This design comes from an exercise in tuning for small area and a short achievable clock period on the open sky130 flow, not from production work. RTL that was checked went through simulation tests only; none was proved equivalent to the original. Power is estimated from default activity; no workload was simulated.

==> module ovf, before the edit <==
module ovf (
    input  [31:0] a, b,
    input  [3:0]  op,
    input         valid, sub,
    output reg [3:0] ovt
);
wire sgn = ~op[2];                        
wire [31:0] xa = a ^ {32{sgn & a[31]}};
wire [31:0] xb = b ^ {32{sgn & b[31]}};
wire [32:0] tb;                           
wire [31:0] lb;                           
wire [8:0]  hb;                           
assign tb[32] = 1'b0;
assign hb[8] = 1'b0;
genvar g;
generate
    for (g = 0; g < 8; g = g + 1) begin : g_sfx
        sfx4 u (.x(xb[4*g+3:4*g]), .t(lb[4*g+3:4*g]));
        assign hb[g] = hb[g+1] | lb[4*g];
        assign tb[4*g+3:4*g] = lb[4*g+3:4*g] | {4{hb[g+1]}};
    end
endgenerate
wire [31:0] q32, q31;
generate
    for (g = 0; g < 32; g = g + 1) begin : g_q
        assign q32[g] = (g == 0) ? 1'b0 : tb[32-g];
        assign q31[g] = tb[31-g];
    end
endgenerate
wire [3:0] h32, h31;
generate
    for (g = 0; g < 4; g = g + 1) begin : g_h
        ao8 u32 (.p(xa[8*g+7:8*g]), .q(q32[8*g+7:8*g]), .y(h32[g]));
        ao8 u31 (.p(xa[8*g+7:8*g]), .q(q31[8*g+7:8*g]), .y(h31[g]));
    end
endgenerate
wire ge32 = |h32;
wire ge31 = |h31;
wire e31 = ge31 & ~ge32;
wire sneg = a[31] ^ b[31];
wire k32 = (a[31] & b[0]) ^ (b[31] & a[0]);    
wire x31 = a[31] ^ b[31] ^ sub;                
always @(*) begin
    case (op)
        4'd0, 4'd1: ovt = {x31, ~x31, ~x31, x31};            
        4'd2: ovt = {ge32 | ~sneg | (sneg & e31 & k32),
                     ge32 | ~sneg | (sneg & e31 & ~k32),
                     ge32 | (~sneg & (e31 | ~k32)) | (sneg & e31 & k32),
                     ge32 | (~sneg & (e31 | k32)) | (sneg & e31 & ~k32)};
        4'd5: ovt = 4'b1010;                                 
        4'd6: ovt = 4'b0101;                                 
        4'd7: ovt = {1'b1, ge32, 1'b1, ge32};
        default: ovt = 4'b0000;
    endcase
    if (!valid) ovt = 4'b0000;
end
endmodule
==> module sfx4, before the edit <==
module sfx4 (input [3:0] x, output [3:0] t);
assign t[3] = x[3];
assign t[2] = t[3] | x[2];
assign t[1] = t[2] | x[1];
assign t[0] = t[1] | x[0];
endmodule
==> module ao8, before the edit <==
module ao8 (input [7:0] p, input [7:0] q, output y);
assign y = |(p & q);
endmodule
Settings: LEC_CHECK=0, CAP_MARGIN=20, CORE_MARGIN=2, CORE_UTILIZATION=45, PLACE_DENSITY=0.6, SETUP_SLACK_MARGIN=4, SLEW_MARGIN=20, SYNTH_HIERARCHICAL=1, SYNTH_MINIMUM_KEEP_SIZE=0; clock period 13.0 ns.
run.sh (not shown) runs the stock make flow with config.mk's settings and CLKGATE_MAP_FILE= SYNTH_SCRIPT=/design/flow/synth_recipe.tcl, a recipe that flattens the netlist after the stock synthesis.
The starting point completed with no timing, DRC or antenna violations.
Change:
--- a/flow/design.v
+++ b/flow/design.v
@@ -1014,35 +1014,20 @@
 wire sgn = ~op[2];                        
 wire [31:0] xa = a ^ {32{sgn & a[31]}};
 wire [31:0] xb = b ^ {32{sgn & b[31]}};
-wire [32:0] tb;                           
-wire [31:0] lb;                           
-wire [8:0]  hb;                           
-assign tb[32] = 1'b0;
-assign hb[8] = 1'b0;
-genvar g;
-generate
-    for (g = 0; g < 8; g = g + 1) begin : g_sfx
-        sfx4 u (.x(xb[4*g+3:4*g]), .t(lb[4*g+3:4*g]));
-        assign hb[g] = hb[g+1] | lb[4*g];
-        assign tb[4*g+3:4*g] = lb[4*g+3:4*g] | {4{hb[g+1]}};
-    end
-endgenerate
-wire [31:0] q32, q31;
-generate
-    for (g = 0; g < 32; g = g + 1) begin : g_q
-        assign q32[g] = (g == 0) ? 1'b0 : tb[32-g];
-        assign q31[g] = tb[31-g];
-    end
-endgenerate
-wire [3:0] h32, h31;
-generate
-    for (g = 0; g < 4; g = g + 1) begin : g_h
-        ao8 u32 (.p(xa[8*g+7:8*g]), .q(q32[8*g+7:8*g]), .y(h32[g]));
-        ao8 u31 (.p(xa[8*g+7:8*g]), .q(q31[8*g+7:8*g]), .y(h31[g]));
+reg  [31:0] tb;                           
+reg ge32, ge31;
+integer i;
+always @(*) begin
+    tb[31] = xb[31];
+    for (i = 30; i >= 0; i = i - 1)
+        tb[i] = tb[i+1] | xb[i];
+    ge32 = 1'b0;
+    ge31 = xa[0] & tb[31];
+    for (i = 1; i <= 31; i = i + 1) begin
+        ge32 = ge32 | (xa[i] & tb[32-i]);
+        ge31 = ge31 | (xa[i] & tb[31-i]);
     end
-endgenerate
-wire ge32 = |h32;
-wire ge31 = |h31;
+end
 wire e31 = ge31 & ~ge32;
 wire sneg = a[31] ^ b[31];
 wire k32 = (a[31] & b[0]) ^ (b[31] & a[0]);    
@@ -1062,15 +1047,6 @@
     if (!valid) ovt = 4'b0000;
 end
 endmodule
-module sfx4 (input [3:0] x, output [3:0] t);
-assign t[3] = x[3];
-assign t[2] = t[3] | x[2];
-assign t[1] = t[2] | x[1];
-assign t[0] = t[1] | x[0];
-endmodule
-module ao8 (input [7:0] p, input [7:0] q, output y);
-assign y = |(p & q);
-endmodule
 module omux (input [3:0] t, input s31, input s32, output y);
 assign y = t[{s31, s32}];
 endmodule
After rerunning:
- The changed run completed without violations
- count of clock-buffer cells in the layout goes down by 1
- worst setup slack is worse by 0.13 ns
- first-iteration DRC count goes up by 25%
- global-route usage goes up by 4.6 points
- clock power goes up by 26%
- flip-flop and latch count stays the same
Function was not checked in any run of this note: the RTL went through the layout flow alone.

---

run R:
alu, a different RTL version from the one above (not shown whole).
Size in the first run: about 2000 cells after synthesis, about 110 flip-flops, about 110 I/O pins, roughly 19000 um^2 of cells after synthesis.
clock: 13.0 ns
lec_check: 0
cap_margin: 20
core_margin: 2
core_utilization: 45
place_density: 0.6
slew_margin: 20
synth_hierarchical: 1
synth_minimum_keep_size: 0
standard.sh (not shown) runs the stock make flow with config.mk's settings and CLKGATE_MAP_FILE= SYNTH_SCRIPT=/design/flow/synth_recipe.tcl, a recipe that flattens the netlist after the stock synthesis.
==> flow/flow/run.sh <==
#!/bin/bash
# The standard ORFS layout (standard synthesis included), with two
# changes to how it is made:
#  - the port buffers are plain buffers (buf_4) rather than the delay cell
#    that buffer_ports picks on its own; every port still gets its buffer;
set -uo pipefail
MARGIN=7
export BUFFER_PORTS_ARGS="-buffer_cell sky130_fd_sc_hd__buf_4"
bash standard.sh SETUP_SLACK_MARGIN=$MARGIN finish > flow_make.log 2>&1
status=$?
cp -r orfs/logs flow_logs 2>/dev/null || true
exit $status
Run R reached the final stage; the timing, design-rule and antenna checks on its layout passed.
Input-level comparison between run E and run R:
diff --git a/flow/design.v b/flow/design.v
--- a/flow/design.v
+++ b/flow/design.v
@@ -30,31 +30,31 @@
         assign bt_neg[gi] = bx[2*gi+2] & ~(bx[2*gi+1] & bx[2*gi]);
     end
 endgenerate
 wire lt_u;
 ltu u_ltu (.a(a), .b(b), .lt(lt_u));
 wire lt_s = a[31] ^ b[31] ^ lt_u;
 wire lt = op[3] ? lt_u : lt_s;           
 wire mx = (op == 4'd3) | (op == 4'd8);
 wire mn = (op == 4'd4) | (op == 4'd9);
 wire sel_a = (mx & ~lt) | (mn & lt);
 wire sel_b = (mx & lt) | (mn & ~lt);
-wire e11 = i_valid & (sel_a | sel_b | (op == 4'd10) | (op == 4'd11)) | addop;
-wire e10 = i_valid & (sel_a | (op == 4'd11) | (op == 4'd12)) | addop;
+wire e11 = i_valid & (sel_a | sel_b | (op == 4'd10) | (op == 4'd11));
+wire e10 = i_valid & (sel_a | (op == 4'd11) | (op == 4'd12));
 wire e01 = i_valid & (sel_b | (op == 4'd11) | (op == 4'd12) | (op == 4'd13));
 wire e00 = i_valid & (op == 4'd13);
 wire erev = i_valid & (op == 4'd14);
 wire [31:0] lg;
 logic_unit u_lg (.a(a), .b(b), .e11(e11), .e10(e10), .e01(e01), .e00(e00),
                  .erev(erev), .d(lg));
-wire [31:0] ax = lg;
+wire [31:0] ax = (a & {32{addop}}) | lg;
 wire [31:0] by = (b & {32{addp}}) | (~b & {32{sub}});
 wire [95:0] cs_w;
 wire pp0_0 = ((bt_one[0] & a[0])) ^ bt_neg[0];
 wire pp0_1 = ((bt_one[0] & a[1]) | (bt_two[0] & a[0])) ^ bt_neg[0];
 wire pp0_2 = ((bt_one[0] & a[2]) | (bt_two[0] & a[1])) ^ bt_neg[0];
 wire pp0_3 = ((bt_one[0] & a[3]) | (bt_two[0] & a[2])) ^ bt_neg[0];
 wire pp0_4 = ((bt_one[0] & a[4]) | (bt_two[0] & a[3])) ^ bt_neg[0];
 wire pp0_5 = ((bt_one[0] & a[5]) | (bt_two[0] & a[4])) ^ bt_neg[0];
 wire pp0_6 = ((bt_one[0] & a[6]) | (bt_two[0] & a[5])) ^ bt_neg[0];
 wire pp0_7 = ((bt_one[0] & a[7]) | (bt_two[0] & a[6])) ^ bt_neg[0];
 wire pp0_8 = ((bt_one[0] & a[8]) | (bt_two[0] & a[7])) ^ bt_neg[0];
==> notes.md <==
Run E ends up with a data arrival time of the critical path that is 120 ps higher than in run R. Compared with run R, the router placed more vias in run E. The maximum fanout along the worst path number comes out higher for run R vs run E. | finished layout cell area | run E vs run R | worse |. The number of multi-input combinational cells in the layout on run R is in line with that on run E. Comparing run R against run E, there is no change at all in clock buffer count. Sort run R and run E by least setup slack across all paths after layout desc -> top: run R. Number of cell rows: run E vs run R identical.
Function not checked in run R: the RTL went through the layout flow alone.

---

Another version of the RTL of alu (not shown whole).
For scale: about 2000 cells after synthesis, roughly 110 flip-flops, roughly 110 I/O pins, ~0.019 mm^2 of cells after synthesis.
==> flow/config.mk <==
export PLATFORM = sky130hd
export DESIGN_NAME = alu
export DESIGN_NICKNAME = alu
export VERILOG_FILES = /design/flow/design.v
export SDC_FILE = /design/flow/constraint.sdc
export NUM_CORES = 4
export LEC_CHECK = 0
export CAP_MARGIN = 20
export CORE_MARGIN = 2
export CORE_UTILIZATION = 45
export PLACE_DENSITY = 0.6
export SLEW_MARGIN = 20
export SYNTH_HIERARCHICAL = 1
export SYNTH_MINIMUM_KEEP_SIZE = 0
==> flow/constraint.sdc <==
create_clock -name core_clock -period 13.0 [get_ports {i_clk}]
set_input_delay 2.6000 -clock core_clock [delete_from_list [all_inputs] [get_ports {i_clk}]]
set_output_delay 2.6000 -clock core_clock [all_outputs]
set_load 0.01 [all_outputs]
==> flow/flow/run.sh <==
#!/bin/bash
# The standard ORFS layout (standard synthesis included), with two
# changes to how it is made:
#  - the port buffers are plain buffers (buf_4) rather than the delay cell
#    that buffer_ports picks on its own; every port still gets its buffer;
set -uo pipefail
MARGIN=6.5
export BUFFER_PORTS_ARGS="-buffer_cell sky130_fd_sc_hd__buf_4"
bash standard.sh SETUP_SLACK_MARGIN=$MARGIN finish > flow_make.log 2>&1
status=$?
cp -r orfs/logs flow_logs 2>/dev/null || true
exit $status
Then changed:
--- a/flow/design.v
+++ b/flow/design.v
@@ -35,21 +35,21 @@
 wire lt_s = a[31] ^ b[31] ^ lt_u;
 wire lt = op[3] ? lt_u : lt_s;           
 wire mx = (op == 4'd3) | (op == 4'd8);
 wire mn = (op == 4'd4) | (op == 4'd9);
 wire sel_a = (mx & ~lt) | (mn & lt);
 wire sel_b = (mx & lt) | (mn & ~lt);
-wire e11 = i_valid & (sel_a | sel_b | (op == 4'd10) | (op == 4'd11)) | addop;
-wire e10 = i_valid & (sel_a | (op == 4'd11) | (op == 4'd12)) | addop;
+wire e11 = i_valid & (sel_a | sel_b | (op == 4'd10) | (op == 4'd11));
+wire e10 = i_valid & (sel_a | (op == 4'd11) | (op == 4'd12));
 wire e01 = i_valid & (sel_b | (op == 4'd11) | (op == 4'd12) | (op == 4'd13));
 wire e00 = i_valid & (op == 4'd13);
 wire erev = i_valid & (op == 4'd14);
 wire [31:0] lg;
 logic_unit u_lg (.a(a), .b(b), .e11(e11), .e10(e10), .e01(e01), .e00(e00),
                  .erev(erev), .d(lg));
-wire [31:0] ax = lg;
+wire [31:0] ax = (a & {32{addop}}) | lg;
 wire [31:0] by = (b & {32{addp}}) | (~b & {32{sub}});
 wire [95:0] cs_w;
 wire pp0_0 = ((bt_one[0] & a[0])) ^ bt_neg[0];
 wire pp0_1 = ((bt_one[0] & a[1]) | (bt_two[0] & a[0])) ^ bt_neg[0];
 wire pp0_2 = ((bt_one[0] & a[2]) | (bt_two[0] & a[1])) ^ bt_neg[0];
 wire pp0_3 = ((bt_one[0] & a[3]) | (bt_two[0] & a[2])) ^ bt_neg[0];
@@ -892,24 +892,22 @@
                   (a[31] & b[0]) ^ (b[31] & a[0]),           
                   a[31] ^ b[31] ^ sub};                      
 reg [95:0] cs_r;
 reg        sub_r;
 reg [9:0]  ovi_r;
 reg        valid_r;
+always @(posedge i_clk) begin
+    cs_r  <= cs_w;
+    sub_r <= sub;
+    ovi_r <= ovi;
+end
 always @(posedge i_clk or negedge i_rst_n) begin
-    if (~i_rst_n) begin
-        cs_r    <= 96'd0;
-        sub_r   <= 1'b0;
-        ovi_r   <= 10'd0;
+    if (~i_rst_n)
         valid_r <= 1'b0;
-    end else begin
-        cs_r    <= cs_w;
-        sub_r   <= sub;
-        ovi_r   <= ovi;
+    else
         valid_r <= i_valid;
-    end
 end
 wire fs225, fc225;
 ha u_ha225 (.x(cs_r[4]), .y(cs_r[5]), .s(fs225), .c(fc225));
 wire fs226, fc226;
 ha u_ha226 (.x(cs_r[7]), .y(cs_r[8]), .s(fs226), .c(fc226));
 wire fs227, fc227;
@@ -979,14 +977,14 @@
 wire [3:0] ovt;
 ovtab u_ovtab (.mul_s(ovi_r[9]), .mul_u(ovi_r[8]), .add(ovi_r[7]), .cout(ovi_r[6]),
                .bout(ovi_r[5]), .ge32(ovi_r[4]), .ge31(ovi_r[3]), .sneg(ovi_r[2]),
                .k32(ovi_r[1]), .x31(ovi_r[0]), .t(ovt));
 wire ov;
 ovsel u_ovsel (.t(ovt), .p31(p31), .g31(g31), .q32(q32), .c31(c31), .y(ov));
-assign o_data     = s;
-assign o_overflow = ov;
+assign o_data     = s & {32{valid_r}};
+assign o_overflow = ov & valid_r;
 assign o_valid    = valid_r;
 endmodule
 module cpa (
     input  [32:0] x, y,
     input         sub,
     output [31:0] s,
Outcome:
- combinational power fell by about 5%
- die area fell by about 0.5%
- global-route usage rose by 0.72 points
- power fell by about 3.6%
- hold slack loses 240 ps
- core utilization rose by 0.52 points

==> separate check: timing with driven ports <==
Ports are ideal in the flow. The routed layouts listed here were re-timed in OpenROAD.
Step 1: set_driving_cell puts a clkbuf_16 on i_clk and a buf_2 on each other input, an assumption about the parent block.
Step 2 moves the port delays by t, midway between the first and last clock arrival at a register: inputs arrive t later, outputs are due t later. That takes back most of the time a late clock gives input paths.
Slacks: ideal ports / drivers / drivers and shift; pairs: ideal ports / drivers.
run | t, ns | setup slack, ns | latest minus earliest clock arrival (ns) | worst data-port slew with drivers (ns)
the first run of note 1 | 0.338 | 4.054 / 4.077 / 3.740 | 0.013 / 0.013 | 0.04
the second run of note 1 | 0.318 | 3.928 / 3.927 / 3.609 | 0.011 / 0.010 | 0.09
run R | 0.434 | 6.934 / 6.880 / 6.579 | 0.014 / 0.014 | 0.19
run E | 0.440 | 6.814 / 6.764 / 6.629 | 0.017 / 0.017 | 0.17
the first run of note 3 | 0.449 | 6.646 / 6.620 / 6.226 | 0.015 / 0.015 | 0.04
the second run of note 3 | 0.427 | 6.632 / 6.631 / 6.223 | 0.020 / 0.020 | 0.09
After both steps setup and hold are still met in every run listed. For the first run of note 3, which loses most, drivers alone change the setup slack by -0.026 ns; drivers and shift together by -0.420 ns.
